This design comes from an exercise in tuning for small area on the open sky130 flow, not from production work.
Only simulation tests tie the RTL to the original design; equivalence was not proved.
Power figures rest on the tool's default switching activity, not on a simulated workload.

File: flow/design.v
module vga
  (input  logic clck,
   input  logic reset,
   input  logic left_btn,
   input  logic right_btn,
   input  logic [9:0] serve_x,
   input  logic [8:0] serve_y,
   input  logic [2:0] serve_xv,
   input  logic [2:0] serve_yv,
   input  logic [9:0] paddle_x0,
   output logic hsync,
   output logic vsync,
   output logic r,
   output logic g,
   output logic b);
   function automatic ge10(input [9:0] a, input [9:0] c);
      integer i;
      begin
         ge10 = 1'b1;
         for(i = 0; i < 10; i = i + 1) ge10 = (a[i] & ~c[i]) | ((a[i] | ~c[i]) & ge10);
      end
   endfunction
   logic [9:0] p;       
   logic [9:0] ln;      
   logic       first;   
   logic lineEnd;
   assign lineEnd = p == 638;
   logic upd_p, upd_b;
   assign upd_p = ln == 480 && p == 641;
   assign upd_b = ln == 480 && p == 642;
   always_ff @(posedge clck) begin
      if(reset) begin
         p <= 640;
         ln <= 479;
         first <= 1;
      end else begin
         p <= (p == 799) ? 10'd0 : p + 10'd1;
         if(lineEnd) ln <= (ln == 524) ? 10'd0 : ln + 10'd1;
         if(upd_b) first <= 0;
      end
   end
   logic active;
   assign active = !first && ln < 480;
   assign hsync = !(p >= 657 && p <= 752);
   assign vsync = (p == 639) ? !(ln == 491 || ln == 492) : !(ln == 490 || ln == 491);
   logic [9:0] div;
   logic [4:0] cl, cr;    
   always_ff @(posedge clck) begin
      if(reset) begin
         div <= 0;
         cl <= 16;
         cr <= 16;
      end else begin
         div <= div + 10'd1;
         if(div == 0) begin
            if(!left_btn) cl <= 0; else if(!cl[4]) cl <= cl + 5'd1;
            if(!right_btn) cr <= 0; else if(!cr[4]) cr <= cr + 5'd1;
         end
      end
   end
   logic left, right;
   assign left = !cl[4];
   assign right = !cr[4];
   logic [2:0] colour;
   logic       prev;
   always_ff @(posedge clck) begin
      if(reset) begin
         colour <= 1;
         prev <= 0;
      end else begin
         prev <= left | right;
         if((left | right) && !prev)
           colour <= (colour == 7) ? 3'd1 : colour + 3'd1;
      end
   end
   logic [9:0] px;
   always_ff @(posedge clck) begin
      if(reset) begin
         px <= paddle_x0;
      end else if(upd_p && !first) begin
         if(!left && right) begin
            if(px >= 588) px <= 590; else px <= px + 10'd2;
         end else if(left && !right) begin
            if(px <= 4) px <= 2; else px <= px - 10'd2;
         end
      end
   end
   logic [9:0] bx;
   logic [8:0] by;
   logic [2:0] xv, yv;
   logic [9:0] nbx;
   logic [8:0] nby;
   logic [2:0] nxv, nyv;
   ball_next bn(bx, by, xv, yv, px, nbx, nby, nxv, nyv);
   always_ff @(posedge clck) begin
      if(reset) begin
         bx <= serve_x;
         by <= serve_y;
         xv <= serve_xv;
         yv <= serve_yv;
      end else if(upd_b && !first) begin
         bx <= nbx;
         by <= nby;
         xv <= nxv;
         yv <= nyv;
      end
   end
   logic bcol, brow, pcol, prow;
   assign bcol = (p < 640) ? (ge10(p, bx) && ge10(bx + 10'd10, p)) : (bx == 0);
   assign brow = ge10(ln, {1'b0, by}) && ge10({1'b0, by} + 10'd10, ln);
   assign pcol = p < 640 && ge10(p, px) && ge10(px + 10'd50, p);
   assign prow = ln >= 440 && ln <= 460;
   logic bp1, pp1, bp2, pp2;
   always_ff @(posedge clck) begin
      if(reset) begin
         bp1 <= 0; pp1 <= 0; bp2 <= 0; pp2 <= 0;
      end else begin
         bp1 <= active && brow && bcol;
         pp1 <= active && prow && pcol;
         bp2 <= bp1;
         pp2 <= pp1;
      end
   end
   assign r = (pp2 & colour[0]) | bp2;
   assign g = (pp2 & colour[1]) | bp2;
   assign b = (pp2 & colour[2]) | bp2;
endmodule
module ball_next
  (input  logic [9:0] bx,
   input  logic [8:0] by,
   input  logic [2:0] xv,
   input  logic [2:0] yv,
   input  logic [9:0] px,
   output logic [9:0] nbx,
   output logic [8:0] nby,
   output logic [2:0] nxv,
   output logic [2:0] nyv);
   logic [9:0] nx;
   logic [8:0] ny;
   assign nx = bx + {{7{~xv[2]}}, ~xv[2], xv[1:0]};
   assign ny = by + {{6{~yv[2]}}, ~yv[2], yv[1:0]};
   logic [2:0] xw;
   always_comb begin
      xw = xv;
      if(!xv[2] && nx < 10'(8 - xv)) xw = -xv;
      else if(xv > 4 && nx >= 10'(634 - xv)) xw = -xv;
   end
   logic [10:0] d;
   assign d = {1'b0, nx} + 11'd10 - {1'b0, px};
   logic hitx;
   assign hitx = !d[10] && d <= 60;
   always_comb begin
      nbx = nx;
      nby = ny;
      nxv = xw;
      nyv = yv;
      if(!yv[2] && ny < 9'(8 - yv)) begin
         nyv = -yv;
      end else if(yv > 4 && ny >= 9'(434 - yv) && hitx) begin
         nyv = -yv;
         if(d < 12)      nxv = (xw < 3) ? 3'd1 : xw - 3'd2;
         else if(d < 24) nxv = (xw < 2) ? 3'd1 : xw - 3'd1;
         else if(d < 36) ;
         else if(d < 48) nxv = (xw > 6) ? 3'd7 : xw + 3'd1;
         else if(d < 60) nxv = (xw > 5) ? 3'd7 : xw + 3'd2;
      end else if(yv > 4 && ny >= 9'(474 - yv)) begin
         nyv = -yv;
      end
   end
endmodule
File: flow/flow/run.sh
#!/bin/bash
# Standard ORFS layout, with an area-oriented ABC script in synthesis and
# no full/half adder cell extraction (ABC maps the adders instead).
set -euo pipefail
W=$PWD
rm -rf "$W/scripts_own"
cp -r "$FLOW_HOME/scripts" "$W/scripts_own"
cp "$W/flow/abc_area.script" "$W/scripts_own/abc_area.script"
bash "$W/standard.sh" SCRIPTS_DIR="$W/scripts_own" ADDER_MAP_FILE= ABC_AREA=1 finish > "$W/flow_make.log" 2>&1
File: flow/flow/abc_area.script
strash
ifraig
scorr
dc2
strash
dch -f
map -a
topo
stime -c
File: flow/standard.sh
#!/bin/bash
# synth_recipe.tcl (not shown) runs the flow's synth.tcl, then flattens the netlist and writes it again
# the make line also repeats each setting of config.mk as NAME=value (left out here)
make -C /OpenROAD-flow-scripts/flow DESIGN_CONFIG=/design/flow/config.mk WORK_HOME=/design/flow/orfs CLKGATE_MAP_FILE= SYNTH_SCRIPT=/design/flow/synth_recipe.tcl "${@:-finish}"
File: flow/config.mk
export PLATFORM = sky130hd
export DESIGN_NAME = vga
export DESIGN_NICKNAME = vga
export VERILOG_FILES = /design/flow/design.v
export SDC_FILE = /design/flow/constraint.sdc
export NUM_CORES = 4
export LEC_CHECK = 0
export CAP_MARGIN = 20
export CORE_MARGIN = 2
export CORE_UTILIZATION = 40
export PLACE_DENSITY = 0.6
export SLEW_MARGIN = 20
File: flow/constraint.sdc
create_clock -name core_clock -period 10.0 [get_ports {clck}]
set_input_delay 2.0000 -clock core_clock [delete_from_list [all_inputs] [get_ports {clck}]]
set_output_delay 2.0000 -clock core_clock [all_outputs]
set_load 0.01 [all_outputs]
==> impl_metrics.py, run 1 <==
metrics = {
    "run_status": {
        "outcome": "no timing/DRC/antenna violations",
    },
    "timing": {
        "fmax_mhz": 183.8,
        "post-route-period-util_pct": 54.40,
        "worst_slack_ps": 4560,
        "setup_viol_count_final": 0,
        "finalWorstPathRequiredPeriod_ps": 5440,
        "tightest_slew_ps": 1045,
        "tns_ps": 0,
        "hold_viol": 0,
        "skew_ps": 6.406,
        "rsz0062_at_grt": "no",
        "maxSlewHeadroom_pct": 30.17,
        "drv_slew": 0,
    },
    "min_path": {
        "hold_path.class": "flop to flop",
        "hold_path_depth": 2,
        "hold_path_end": "pp2$_SDFF_PP0_",
        "holdCritStartpoint": "pp1$_SDFF_PP0_",
    },
    "place": {
        "io_buffers": 43,
        "dp_slack_ps": 4665,
        "placed_cell_area_mm2": 0.007083,
        "place_congestion": 0.9374,
        "post-dp-hpwl_mm": 13.60,
    },
    "grt": {
        "grt_pass1_vias": 6032,
        "antenna_found_initial": 0,
        "grt_max_degree": 61,
        "grt_pass1_wl_mm": 29.31,
        "grt-ovfl-total": 0,
        "track_usage_pct": 21.79,
    },
    "clock_network": {
        "cts_hold_buf": 0,
        "htreeDepth": 3,
        "clock_sinks": 84,
        "cts-root-buf": "clkbuf_16",
        "post_cts_buffers": 0,
        "clkLatencyLatePin_ps": 360,
        "cts.clk_slew.worst_paths_ps": 60,
        "post_cts_resized": 0,
        "tritoncts": "built",
        "cts_buffer_depth": 2,
        "cts_buffers": 9,
    },
    "logic_synthesis": {
        "syn_nets": 1052,
        "ys_seq_area_share_pct": 31.87,
        "ys_async_sr_fraction_pct": 0,
        "synth_area_mm2": 0.006376,
        "ys_seq_elements": 84,
        "synth.distinct_cells": 36,
        "syn_inst": 1013,
        "yosysWarningCount": 2,
        "synth_edf_count": 35,
        "syn_avg_cell_area_um2": 6.294,
        "synth_ff_type": "dfxtp_1",
    },
    "cells_and_area": {
        "syn_to_final_growth_pct": 16.39,
        "stdcell_area_mm2": 0.007421,
        "fill_cells": 1659,
        "mostFrequentLayoutCell": "nor2_1",
        "register_area_mm2": 0.002032,
        "most-common-layout-cells": "nor2_1 (242), clkinv_1 (174), nand2_1 (149), o21ai_0 (101), a21oi_1 (58)",
        "final_nets": 1107,
        "n_antenna_cell": 0,
        "multi_input_area_mm2": 0.003687,
        "layout-drive-gt1-share_pct": 2.796,
    },
    "floorplan": {
        "die_h_um": 130.3,
        "fp-row-count": 46,
        "coreArea_mm2": 0.01571,
        "die_w_um": 130.3,
        "die_area_mm2": 0.01697,
        "ios": 44,
        "initial_core_util_pct": 40.58,
    },
    "setup_path": {
        "cp.arrival_ps": 5550,
        "r2r-end": "xv[1]$_DFFE_PN_",
        "endpoint_kind": "flop",
        "cp_max_fo": 13,
        "r2r_start": "xv[2]$_DFFE_PN_",
        "regToRegSetupSlack_ps": 4560,
        "critPathKind": "flop to flop",
        "ff2ff_path_depth": 27,
        "start_kind": "flop",
        "crit_required_ps": 10110,
    },
    "power_and_ir_drop": {
        "max-vdd-ir-drop_uv": 91.46,
        "p_leak_nw": 2.711,
        "power_density_mw_per_mm2": 154.0,
    },
    "drt": {
        "avgViaCountPerCell": 5.252,
        "vias": 6770,
        "wl_per_cell_um": 13.75,
        "antenna_left": 0,
        "routed_wl_mm": 17.72,
        "drc": 0,
        "drt_iter0_markers": 426,
        "first_pass_iters": 5,
    },
    "run": {
        "max_cap_viol_count": 0,
    },
}
-- per-layer routing --
metal	track usage (%)	wire, µm	vias to the layer above
met5	0	0	-
met1	30.40	8776	3048
met3	3.854	754	26
met4	5.376	278	0
met2	35.05	7911	146
li1	-	-	3550
-- worst max path at each step --
stage,from,to,cells after the start
after floorplan,bx[1]$_DFFE_PN_,xv[1]$_DFFE_PN_,34
after global placement,xv[2]$_DFFE_PN_,xv[1]$_DFFE_PN_,27
after detailed placement,xv[2]$_DFFE_PN_,xv[1]$_DFFE_PN_,27
after CTS,xv[2]$_DFFE_PN_,xv[1]$_DFFE_PN_,27
after global routing,xv[0]$_DFFE_PP_,xv[1]$_DFFE_PN_,34
final,xv[2]$_DFFE_PN_,xv[1]$_DFFE_PN_,27
-- cells in the mapped netlist (all sizes together) (3+ instances only) --
cell      n  area share (%)
o221ai   10             1.4
a21oi    58             4.6
a31oi    11             1.1
a22oi    12             1.4
o41ai     3            0.41
nor4      9            0.88
o31ai     7            0.82
xor2     19             2.6
edfxtp   35              16
o21ai   101             7.9
dfxtp    49              15
or2       6            0.59
xnor2    11             1.5
a221oi    7            0.96
o211ai    5            0.59
nand3    20             1.6
a211oi    6            0.71
nor3     32             2.5
o22ai    19             1.9
maj3      4            0.63
nand4     8            0.78
nor2    242              14
nand2   149             8.8
clkinv  174              10
-- where the power goes --
| group | total, W | switching (W) | internal, W |
|---|---|---|---|
| logic | 0.000357 | 0.000229 | 0.000128 |
| registers | 0.000414 | 0.0000320 | 0.000382 |
| clock network | 0.000371 | 0.000143 | 0.000229 |
-- stage by stage --
| step | util (%) | cells | total power, W | hold WS (ps) |
|---|---|---|---|---|
| 2_1_floorplan | - | 1013 | 0.0006809 | 383.3 |
| 3_3_place_gp | 45.08 | 1273 | 0.0007755 | 385.3 |
| 3_5_place_dp | 45.08 | 1273 | 0.0007747 | 389.2 |
| 4_1_cts | 47.23 | 1289 | 0.001148 | 398.8 |
| 5_1_grt | 47.23 | 1289 | 0.001220 | 405.6 |
| 6_report | 47.23 | 1289 | 0.001143 | 397.5 |
-- final cells by class --
| class | instances | area share (%) |
|---|---|---|
| clock buffer | 15 | 4.485 |
| timing repair buffer | 45 | 5.935 |
| tap | 216 | 3.642 |
| multi-input combinational | 754 | 49.69 |
| inverter | 174 | 8.801 |
| sequential | 84 | 27.38 |
| clock inverter | 1 | 0.06744 |
-- critical path, cell delays in order (launching register included) --
cell,delay (ps)
edfxtp_1,710
clkinv_1,390
nor2_1,260
nor3_1,120
nor2_1,310
clkinv_1,140
nor2_1,170
nor2_1,90
xor2_1,160
nor2_1,100
a21oi_1,50
or2_2,310
nand2_1,100
a21oi_1,90
nor2_1,130
nor2_1,80
o21ai_0,230
clkinv_1,120
a21oi_1,190
a21oi_1,90
nor2_1,190
clkinv_1,180
nor2_1,240
nand4_1,130
a21oi_1,160
o31ai_1,80
a221oi_1,270
o21ai_0,110
-- state kept, by name (all words and copies together), names as in the netlist, 3 cells and up --
signal	cells
bx	10
by	9
cl	5
colour	3
cr	5
div	10
ln	10
p	10
px	10
xv	3
yv	3
-- cells by family after synthesis --
kind of cell	after synthesis	share of synthesized area [%]
and+or+nand+nor	471	29.96
DFF	84	31.87
adders and majority gates	4	0.6280
buffers and inverters	175	10.30
AOI/OAI and AO/OA	249	23.12
xor gates and xnor gates	30	4.121
==> run 2: changes to the inputs <==
==> flow/run.sh (new file) <==
#!/bin/bash
# synth_recipe.tcl (not shown) runs the flow's synth.tcl, then flattens the netlist and writes it again
# the make line also repeats each setting of config.mk as NAME=value (left out here)
make -C /OpenROAD-flow-scripts/flow DESIGN_CONFIG=/design/flow/config.mk WORK_HOME=/design/flow/orfs CLKGATE_MAP_FILE= SYNTH_SCRIPT=/design/flow/synth_recipe.tcl finish
removed: flow/flow/run.sh
removed: flow/flow/abc_area.script
removed: flow/standard.sh
==> run 2 against run 1 <==
Still clean. Hold slack better by 45 ps. Via count up 7.5%. Register-to-register slack worse by 380 ps. Setup slack worse by 380 ps. Synthesized cell count up 0.99%. Count of clock-buffer cells in the layout down 3. Critical path depth down 8. Design area up 20%. Global-route usage down 2.4 points. Sequential cell count unchanged. Cell count up 1.8%. Sequential power up 9.4%. Largest cell class unchanged.
==> impl_metrics.py, run 2 <==
metrics = {
    "run": {
        "max_cap_viol_count": 0,
    },
    "logic_synthesis": {
        "synth.top_cell.area_share_pct": 13.15,
        "syn_inst": 1023,
        "synth_most_common_cell": "nand2_1",
        "synth.top_cells.by_count": "nand2_1 (111), nor2_1 (98), inv_1 (86), ha_1 (83), a21oi_1 (67)",
        "synth_area_leaders": "edfxtp_1 (13%), ha_1 (13%), dfxtp_1 (12%), nand2_1 (5.2%), nor2_1 (4.6%)",
        "yosysWarningCount": 2,
        "synth_top_cell_by_area": "edfxtp_1",
        "ys_seq_area_share_pct": 25.42,
        "synth_area_mm2": 0.007993,
        "synth_ff_type": "dfxtp_1",
        "synth.distinct_cells": 79,
        "ys_async_sr_fraction_pct": 0,
        "syn_avg_cell_area_um2": 7.813,
        "synth_edf_count": 35,
        "ys_seq_elements": 84,
        "syn_nets": 1148,
    },
    "setup_path": {
        "cpMostUsedCell": "ha_1",
        "slowest_stage": "or4b_4",
        "cp.arrival_ps": 5900,
        "endpoint_kind": "flop",
        "start_kind": "flop",
        "crit_required_ps": 10080,
        "worstPathCellList": "ha_1 > inv_1 > fa_1 > nand2b_1 > a21oi_1 > o22ai_1 > xnor2_1 > ha_1 > ha_1 > o21a_1 > o21ai_1 > a221oi_2 > o21ai_1 > and3_1 > or4b_4 > or3_1 > or2_0 > a211oi_2 > a21o_1",
        "critPathKind": "flop to flop",
        "cp_max_fo": 13,
        "cp_slowest_stage_delay_ps": 620,
    },
    "floorplan": {
        "die_area_mm2": 0.02113,
        "ios": 44,
        "coreArea_mm2": 0.01953,
        "die_h_um": 145.4,
        "fp-row-count": 51,
        "die_w_um": 145.4,
        "initial_core_util_pct": 40.93,
    },
    "timing": {
        "fmax_mhz": 171.9,
        "rsz0062_at_grt": "no",
        "tightest_slew_ps": 857.2,
        "setup_viol_count_final": 0,
        "post-route-period-util_pct": 58.18,
        "tns_ps": 0,
        "skew_ps": 10.13,
        "hold_viol": 0,
        "maxSlewHeadroom_pct": 42.32,
        "finalWorstPathRequiredPeriod_ps": 5818,
        "drv_slew": 0,
    },
    "power_and_ir_drop": {
        "power_density_mw_per_mm2": 269.2,
        "p_switching_w": 0.001203,
        "intPower_w": 0.001192,
        "clkPwrFrac_pct": 14.2,
        "p_seq_share_pct": 18.9,
        "p_comb_share_pct": 66.9,
        "p_leak_nw": 3.647,
        "p_sw_share_pct": 50.22,
        "max-vdd-ir-drop_uv": 160.7,
    },
    "grt": {
        "antenna_found_initial": 0,
        "track_usage_pct": 19.42,
        "grt_pass1_vias": 6661,
        "grt-ovfl-total": 0,
        "grt_pass1_wl_mm": 33.92,
        "grt_max_degree": 55,
    },
    "clock_network": {
        "cts_hold_buf": 0,
        "clock_sinks": 84,
        "cts_buffer_depth": 2,
        "htreeDepth": 3,
        "cts_buffers": 9,
        "tritoncts": "built",
        "cts-root-buf": "clkbuf_16",
        "post_cts_resized": 0,
        "cts.clk_slew.worst_paths_ps": 60,
        "post_cts_buffers": 0,
        "clkLatencyLatePin_ps": 360,
    },
    "cells_and_area": {
        "most-common-layout-cells": "nand2_1 (111), nor2_1 (98), inv_1 (86), ha_1 (83), a21oi_1 (67)",
        "fill_cells": 2008,
        "n_antenna_cell": 0,
        "stdcell_area_mm2": 0.008895,
        "fin_util_pct": 45.55,
        "final_nets": 1167,
        "instances_no_fill": 1312,
        "layout-drive-gt1-share_pct": 4.871,
        "mostFrequentLayoutCell": "nand2_1",
        "syn_to_final_growth_pct": 11.29,
    },
    "drt": {
        "routed_wl_mm": 20.50,
        "drt_iter0_markers": 394,
        "vias": 7277,
        "wl_per_cell_um": 15.63,
        "drc": 0,
        "first_pass_iters": 5,
        "antenna_left": 0,
        "avgViaCountPerCell": 5.546,
    },
    "place": {
        "post-dp-hpwl_mm": 15.53,
        "dp_cells": 1296,
        "io_buffers": 43,
        "place_congestion": 0.8751,
        "placed_cell_area_mm2": 0.008598,
    },
    "run_status": {
        "outcome": "no timing/DRC/antenna violations",
    },
    "min_path": {
        "hold_path.class": "flop to flop",
    },
}
run 2: changes by cell type in the layout (fill, tap and decap cells not counted), moves of 12 or more:
cell,previous run,this run
clkinv_1,174,0
nor2_1,242,98
inv_1,0,86
ha_1,0,83
nand2_1,149,111
o21ai_0,101,65
xnor2_1,11,41
nor2b_1,0,16
nand2b_1,0,15
a21o_1,0,12
nand3_1,20,32
run 2: worst paths after layout:
path / start / endpoint / slack, ps / cells past startpoint
max: xv[0]$_DFFE_PP_ / xv[0]$_DFFE_PP_ / 4180 / 19
min: pp1$_SDFF_PP0_ / pp2$_SDFF_PP0_ / 440 / 1
max reg2reg: xv[0]$_DFFE_PP_ / xv[0]$_DFFE_PP_ / 4180 / 19
min reg2reg: pp1$_SDFF_PP0_ / pp2$_SDFF_PP0_ / 440 / 1
run 2: through the flow:
step	hold WS, ps	setup WS [ps]	power [W]
4_1_cts	443.6	4185	0.002385
3_3_place_gp	423.5	4330	0.002039
3_5_place_dp	428.4	4211	0.002032
6_report	442.2	4182	0.002395
5_1_grt	464.7	3777	0.002622
2_1_floorplan	413.8	4831	0.001671
run 2: final cells by class:
| type | count | area [µm²] | share of cell area (%) |
|---|---|---|---|
| Clock buffer | 12 | 267.8 | 3.010 |
| Clock inverter | 4 | 28.78 | 0.3235 |
| Inverter | 87 | 326.6 | 3.671 |
| Multi-Input combinational cell | 815 | 5468 | 61.47 |
| Sequential cell | 84 | 2032 | 22.84 |
| Tap cell | 265 | 331.6 | 3.728 |
| Timing Repair Buffer | 45 | 440.4 | 4.951 |
run 2: metal layers:
metal	up-vias	global-route usage (%)	routed length, µm
li1	3714	-	-
met5	-	0	0
met4	0	4.461	163
met2	159	30.21	9024
met3	10	2.665	862
met1	3394	28.60	10450
run 2: cell families after synthesis:
kind of cell / share of synthesized area (%)
muxes: 1.064
adders and majority gates: 16.67
buffers and inverters: 6.168
DFF: 25.42
xor gates and xnor gates: 6.903
AOI/OAI and AO/OA: 21.48
and+or+nand+nor: 22.29
run 2: critical path, delay by kind of cell (launching register included):
family,cells,cell delay (ps)
XOR/XNOR,1,400
buffers and inverters,1,70
flip-flops,1,590
AND/OR/NAND/NOR,5,1770
AO/OA/AOI/OAI,8,1330
adder cells (fa/ha/maj),4,1370
run 2: power by group through the flow:
stage,Sequential [W],Clock (W),Combinational (W)
2_1_floorplan,0.000433,0,0.00124
3_5_place_dp,0.000459,0,0.00157
3_3_place_gp,0.000460,0,0.00158
5_1_grt,0.000459,0.000357,0.00181
4_1_cts,0.000452,0.000348,0.00158
6_report,0.000453,0.000339,0.00160

==> static timing again, ports no longer ideal <==
The flow's constraints put no driver on any port. The routed layouts listed below were extracted and timed again, unchanged, in two steps. Step 1: set_driving_cell puts a clkbuf_16 on clck and a buf_2 on each other input, an assumption about the parent block. Step 2 adds t to the input delays and takes it off the output delays; t is the mean of the earliest and latest rising clock arrival at the registers after step 1. Input paths then give back, and output paths get back, about the clock's delay inside the block. a / b / c = ideal ports / drivers / drivers and shift; a / b = the first two.
| run | t (ns) | setup WS [ns] | hold slack, ns | worst register clock-pin slew, ns |
|---|---|---|---|---|
| run 1 | 0.395 | 4.560 / 4.560 / 4.560 | 0.397 / 0.397 / 0.397 | 0.06 / 0.06 |
| run 2 | 0.395 | 4.182 / 4.182 / 4.182 | 0.442 / 0.442 / 0.442 | 0.07 / 0.07 |
After both steps setup and hold are still met in every run listed.
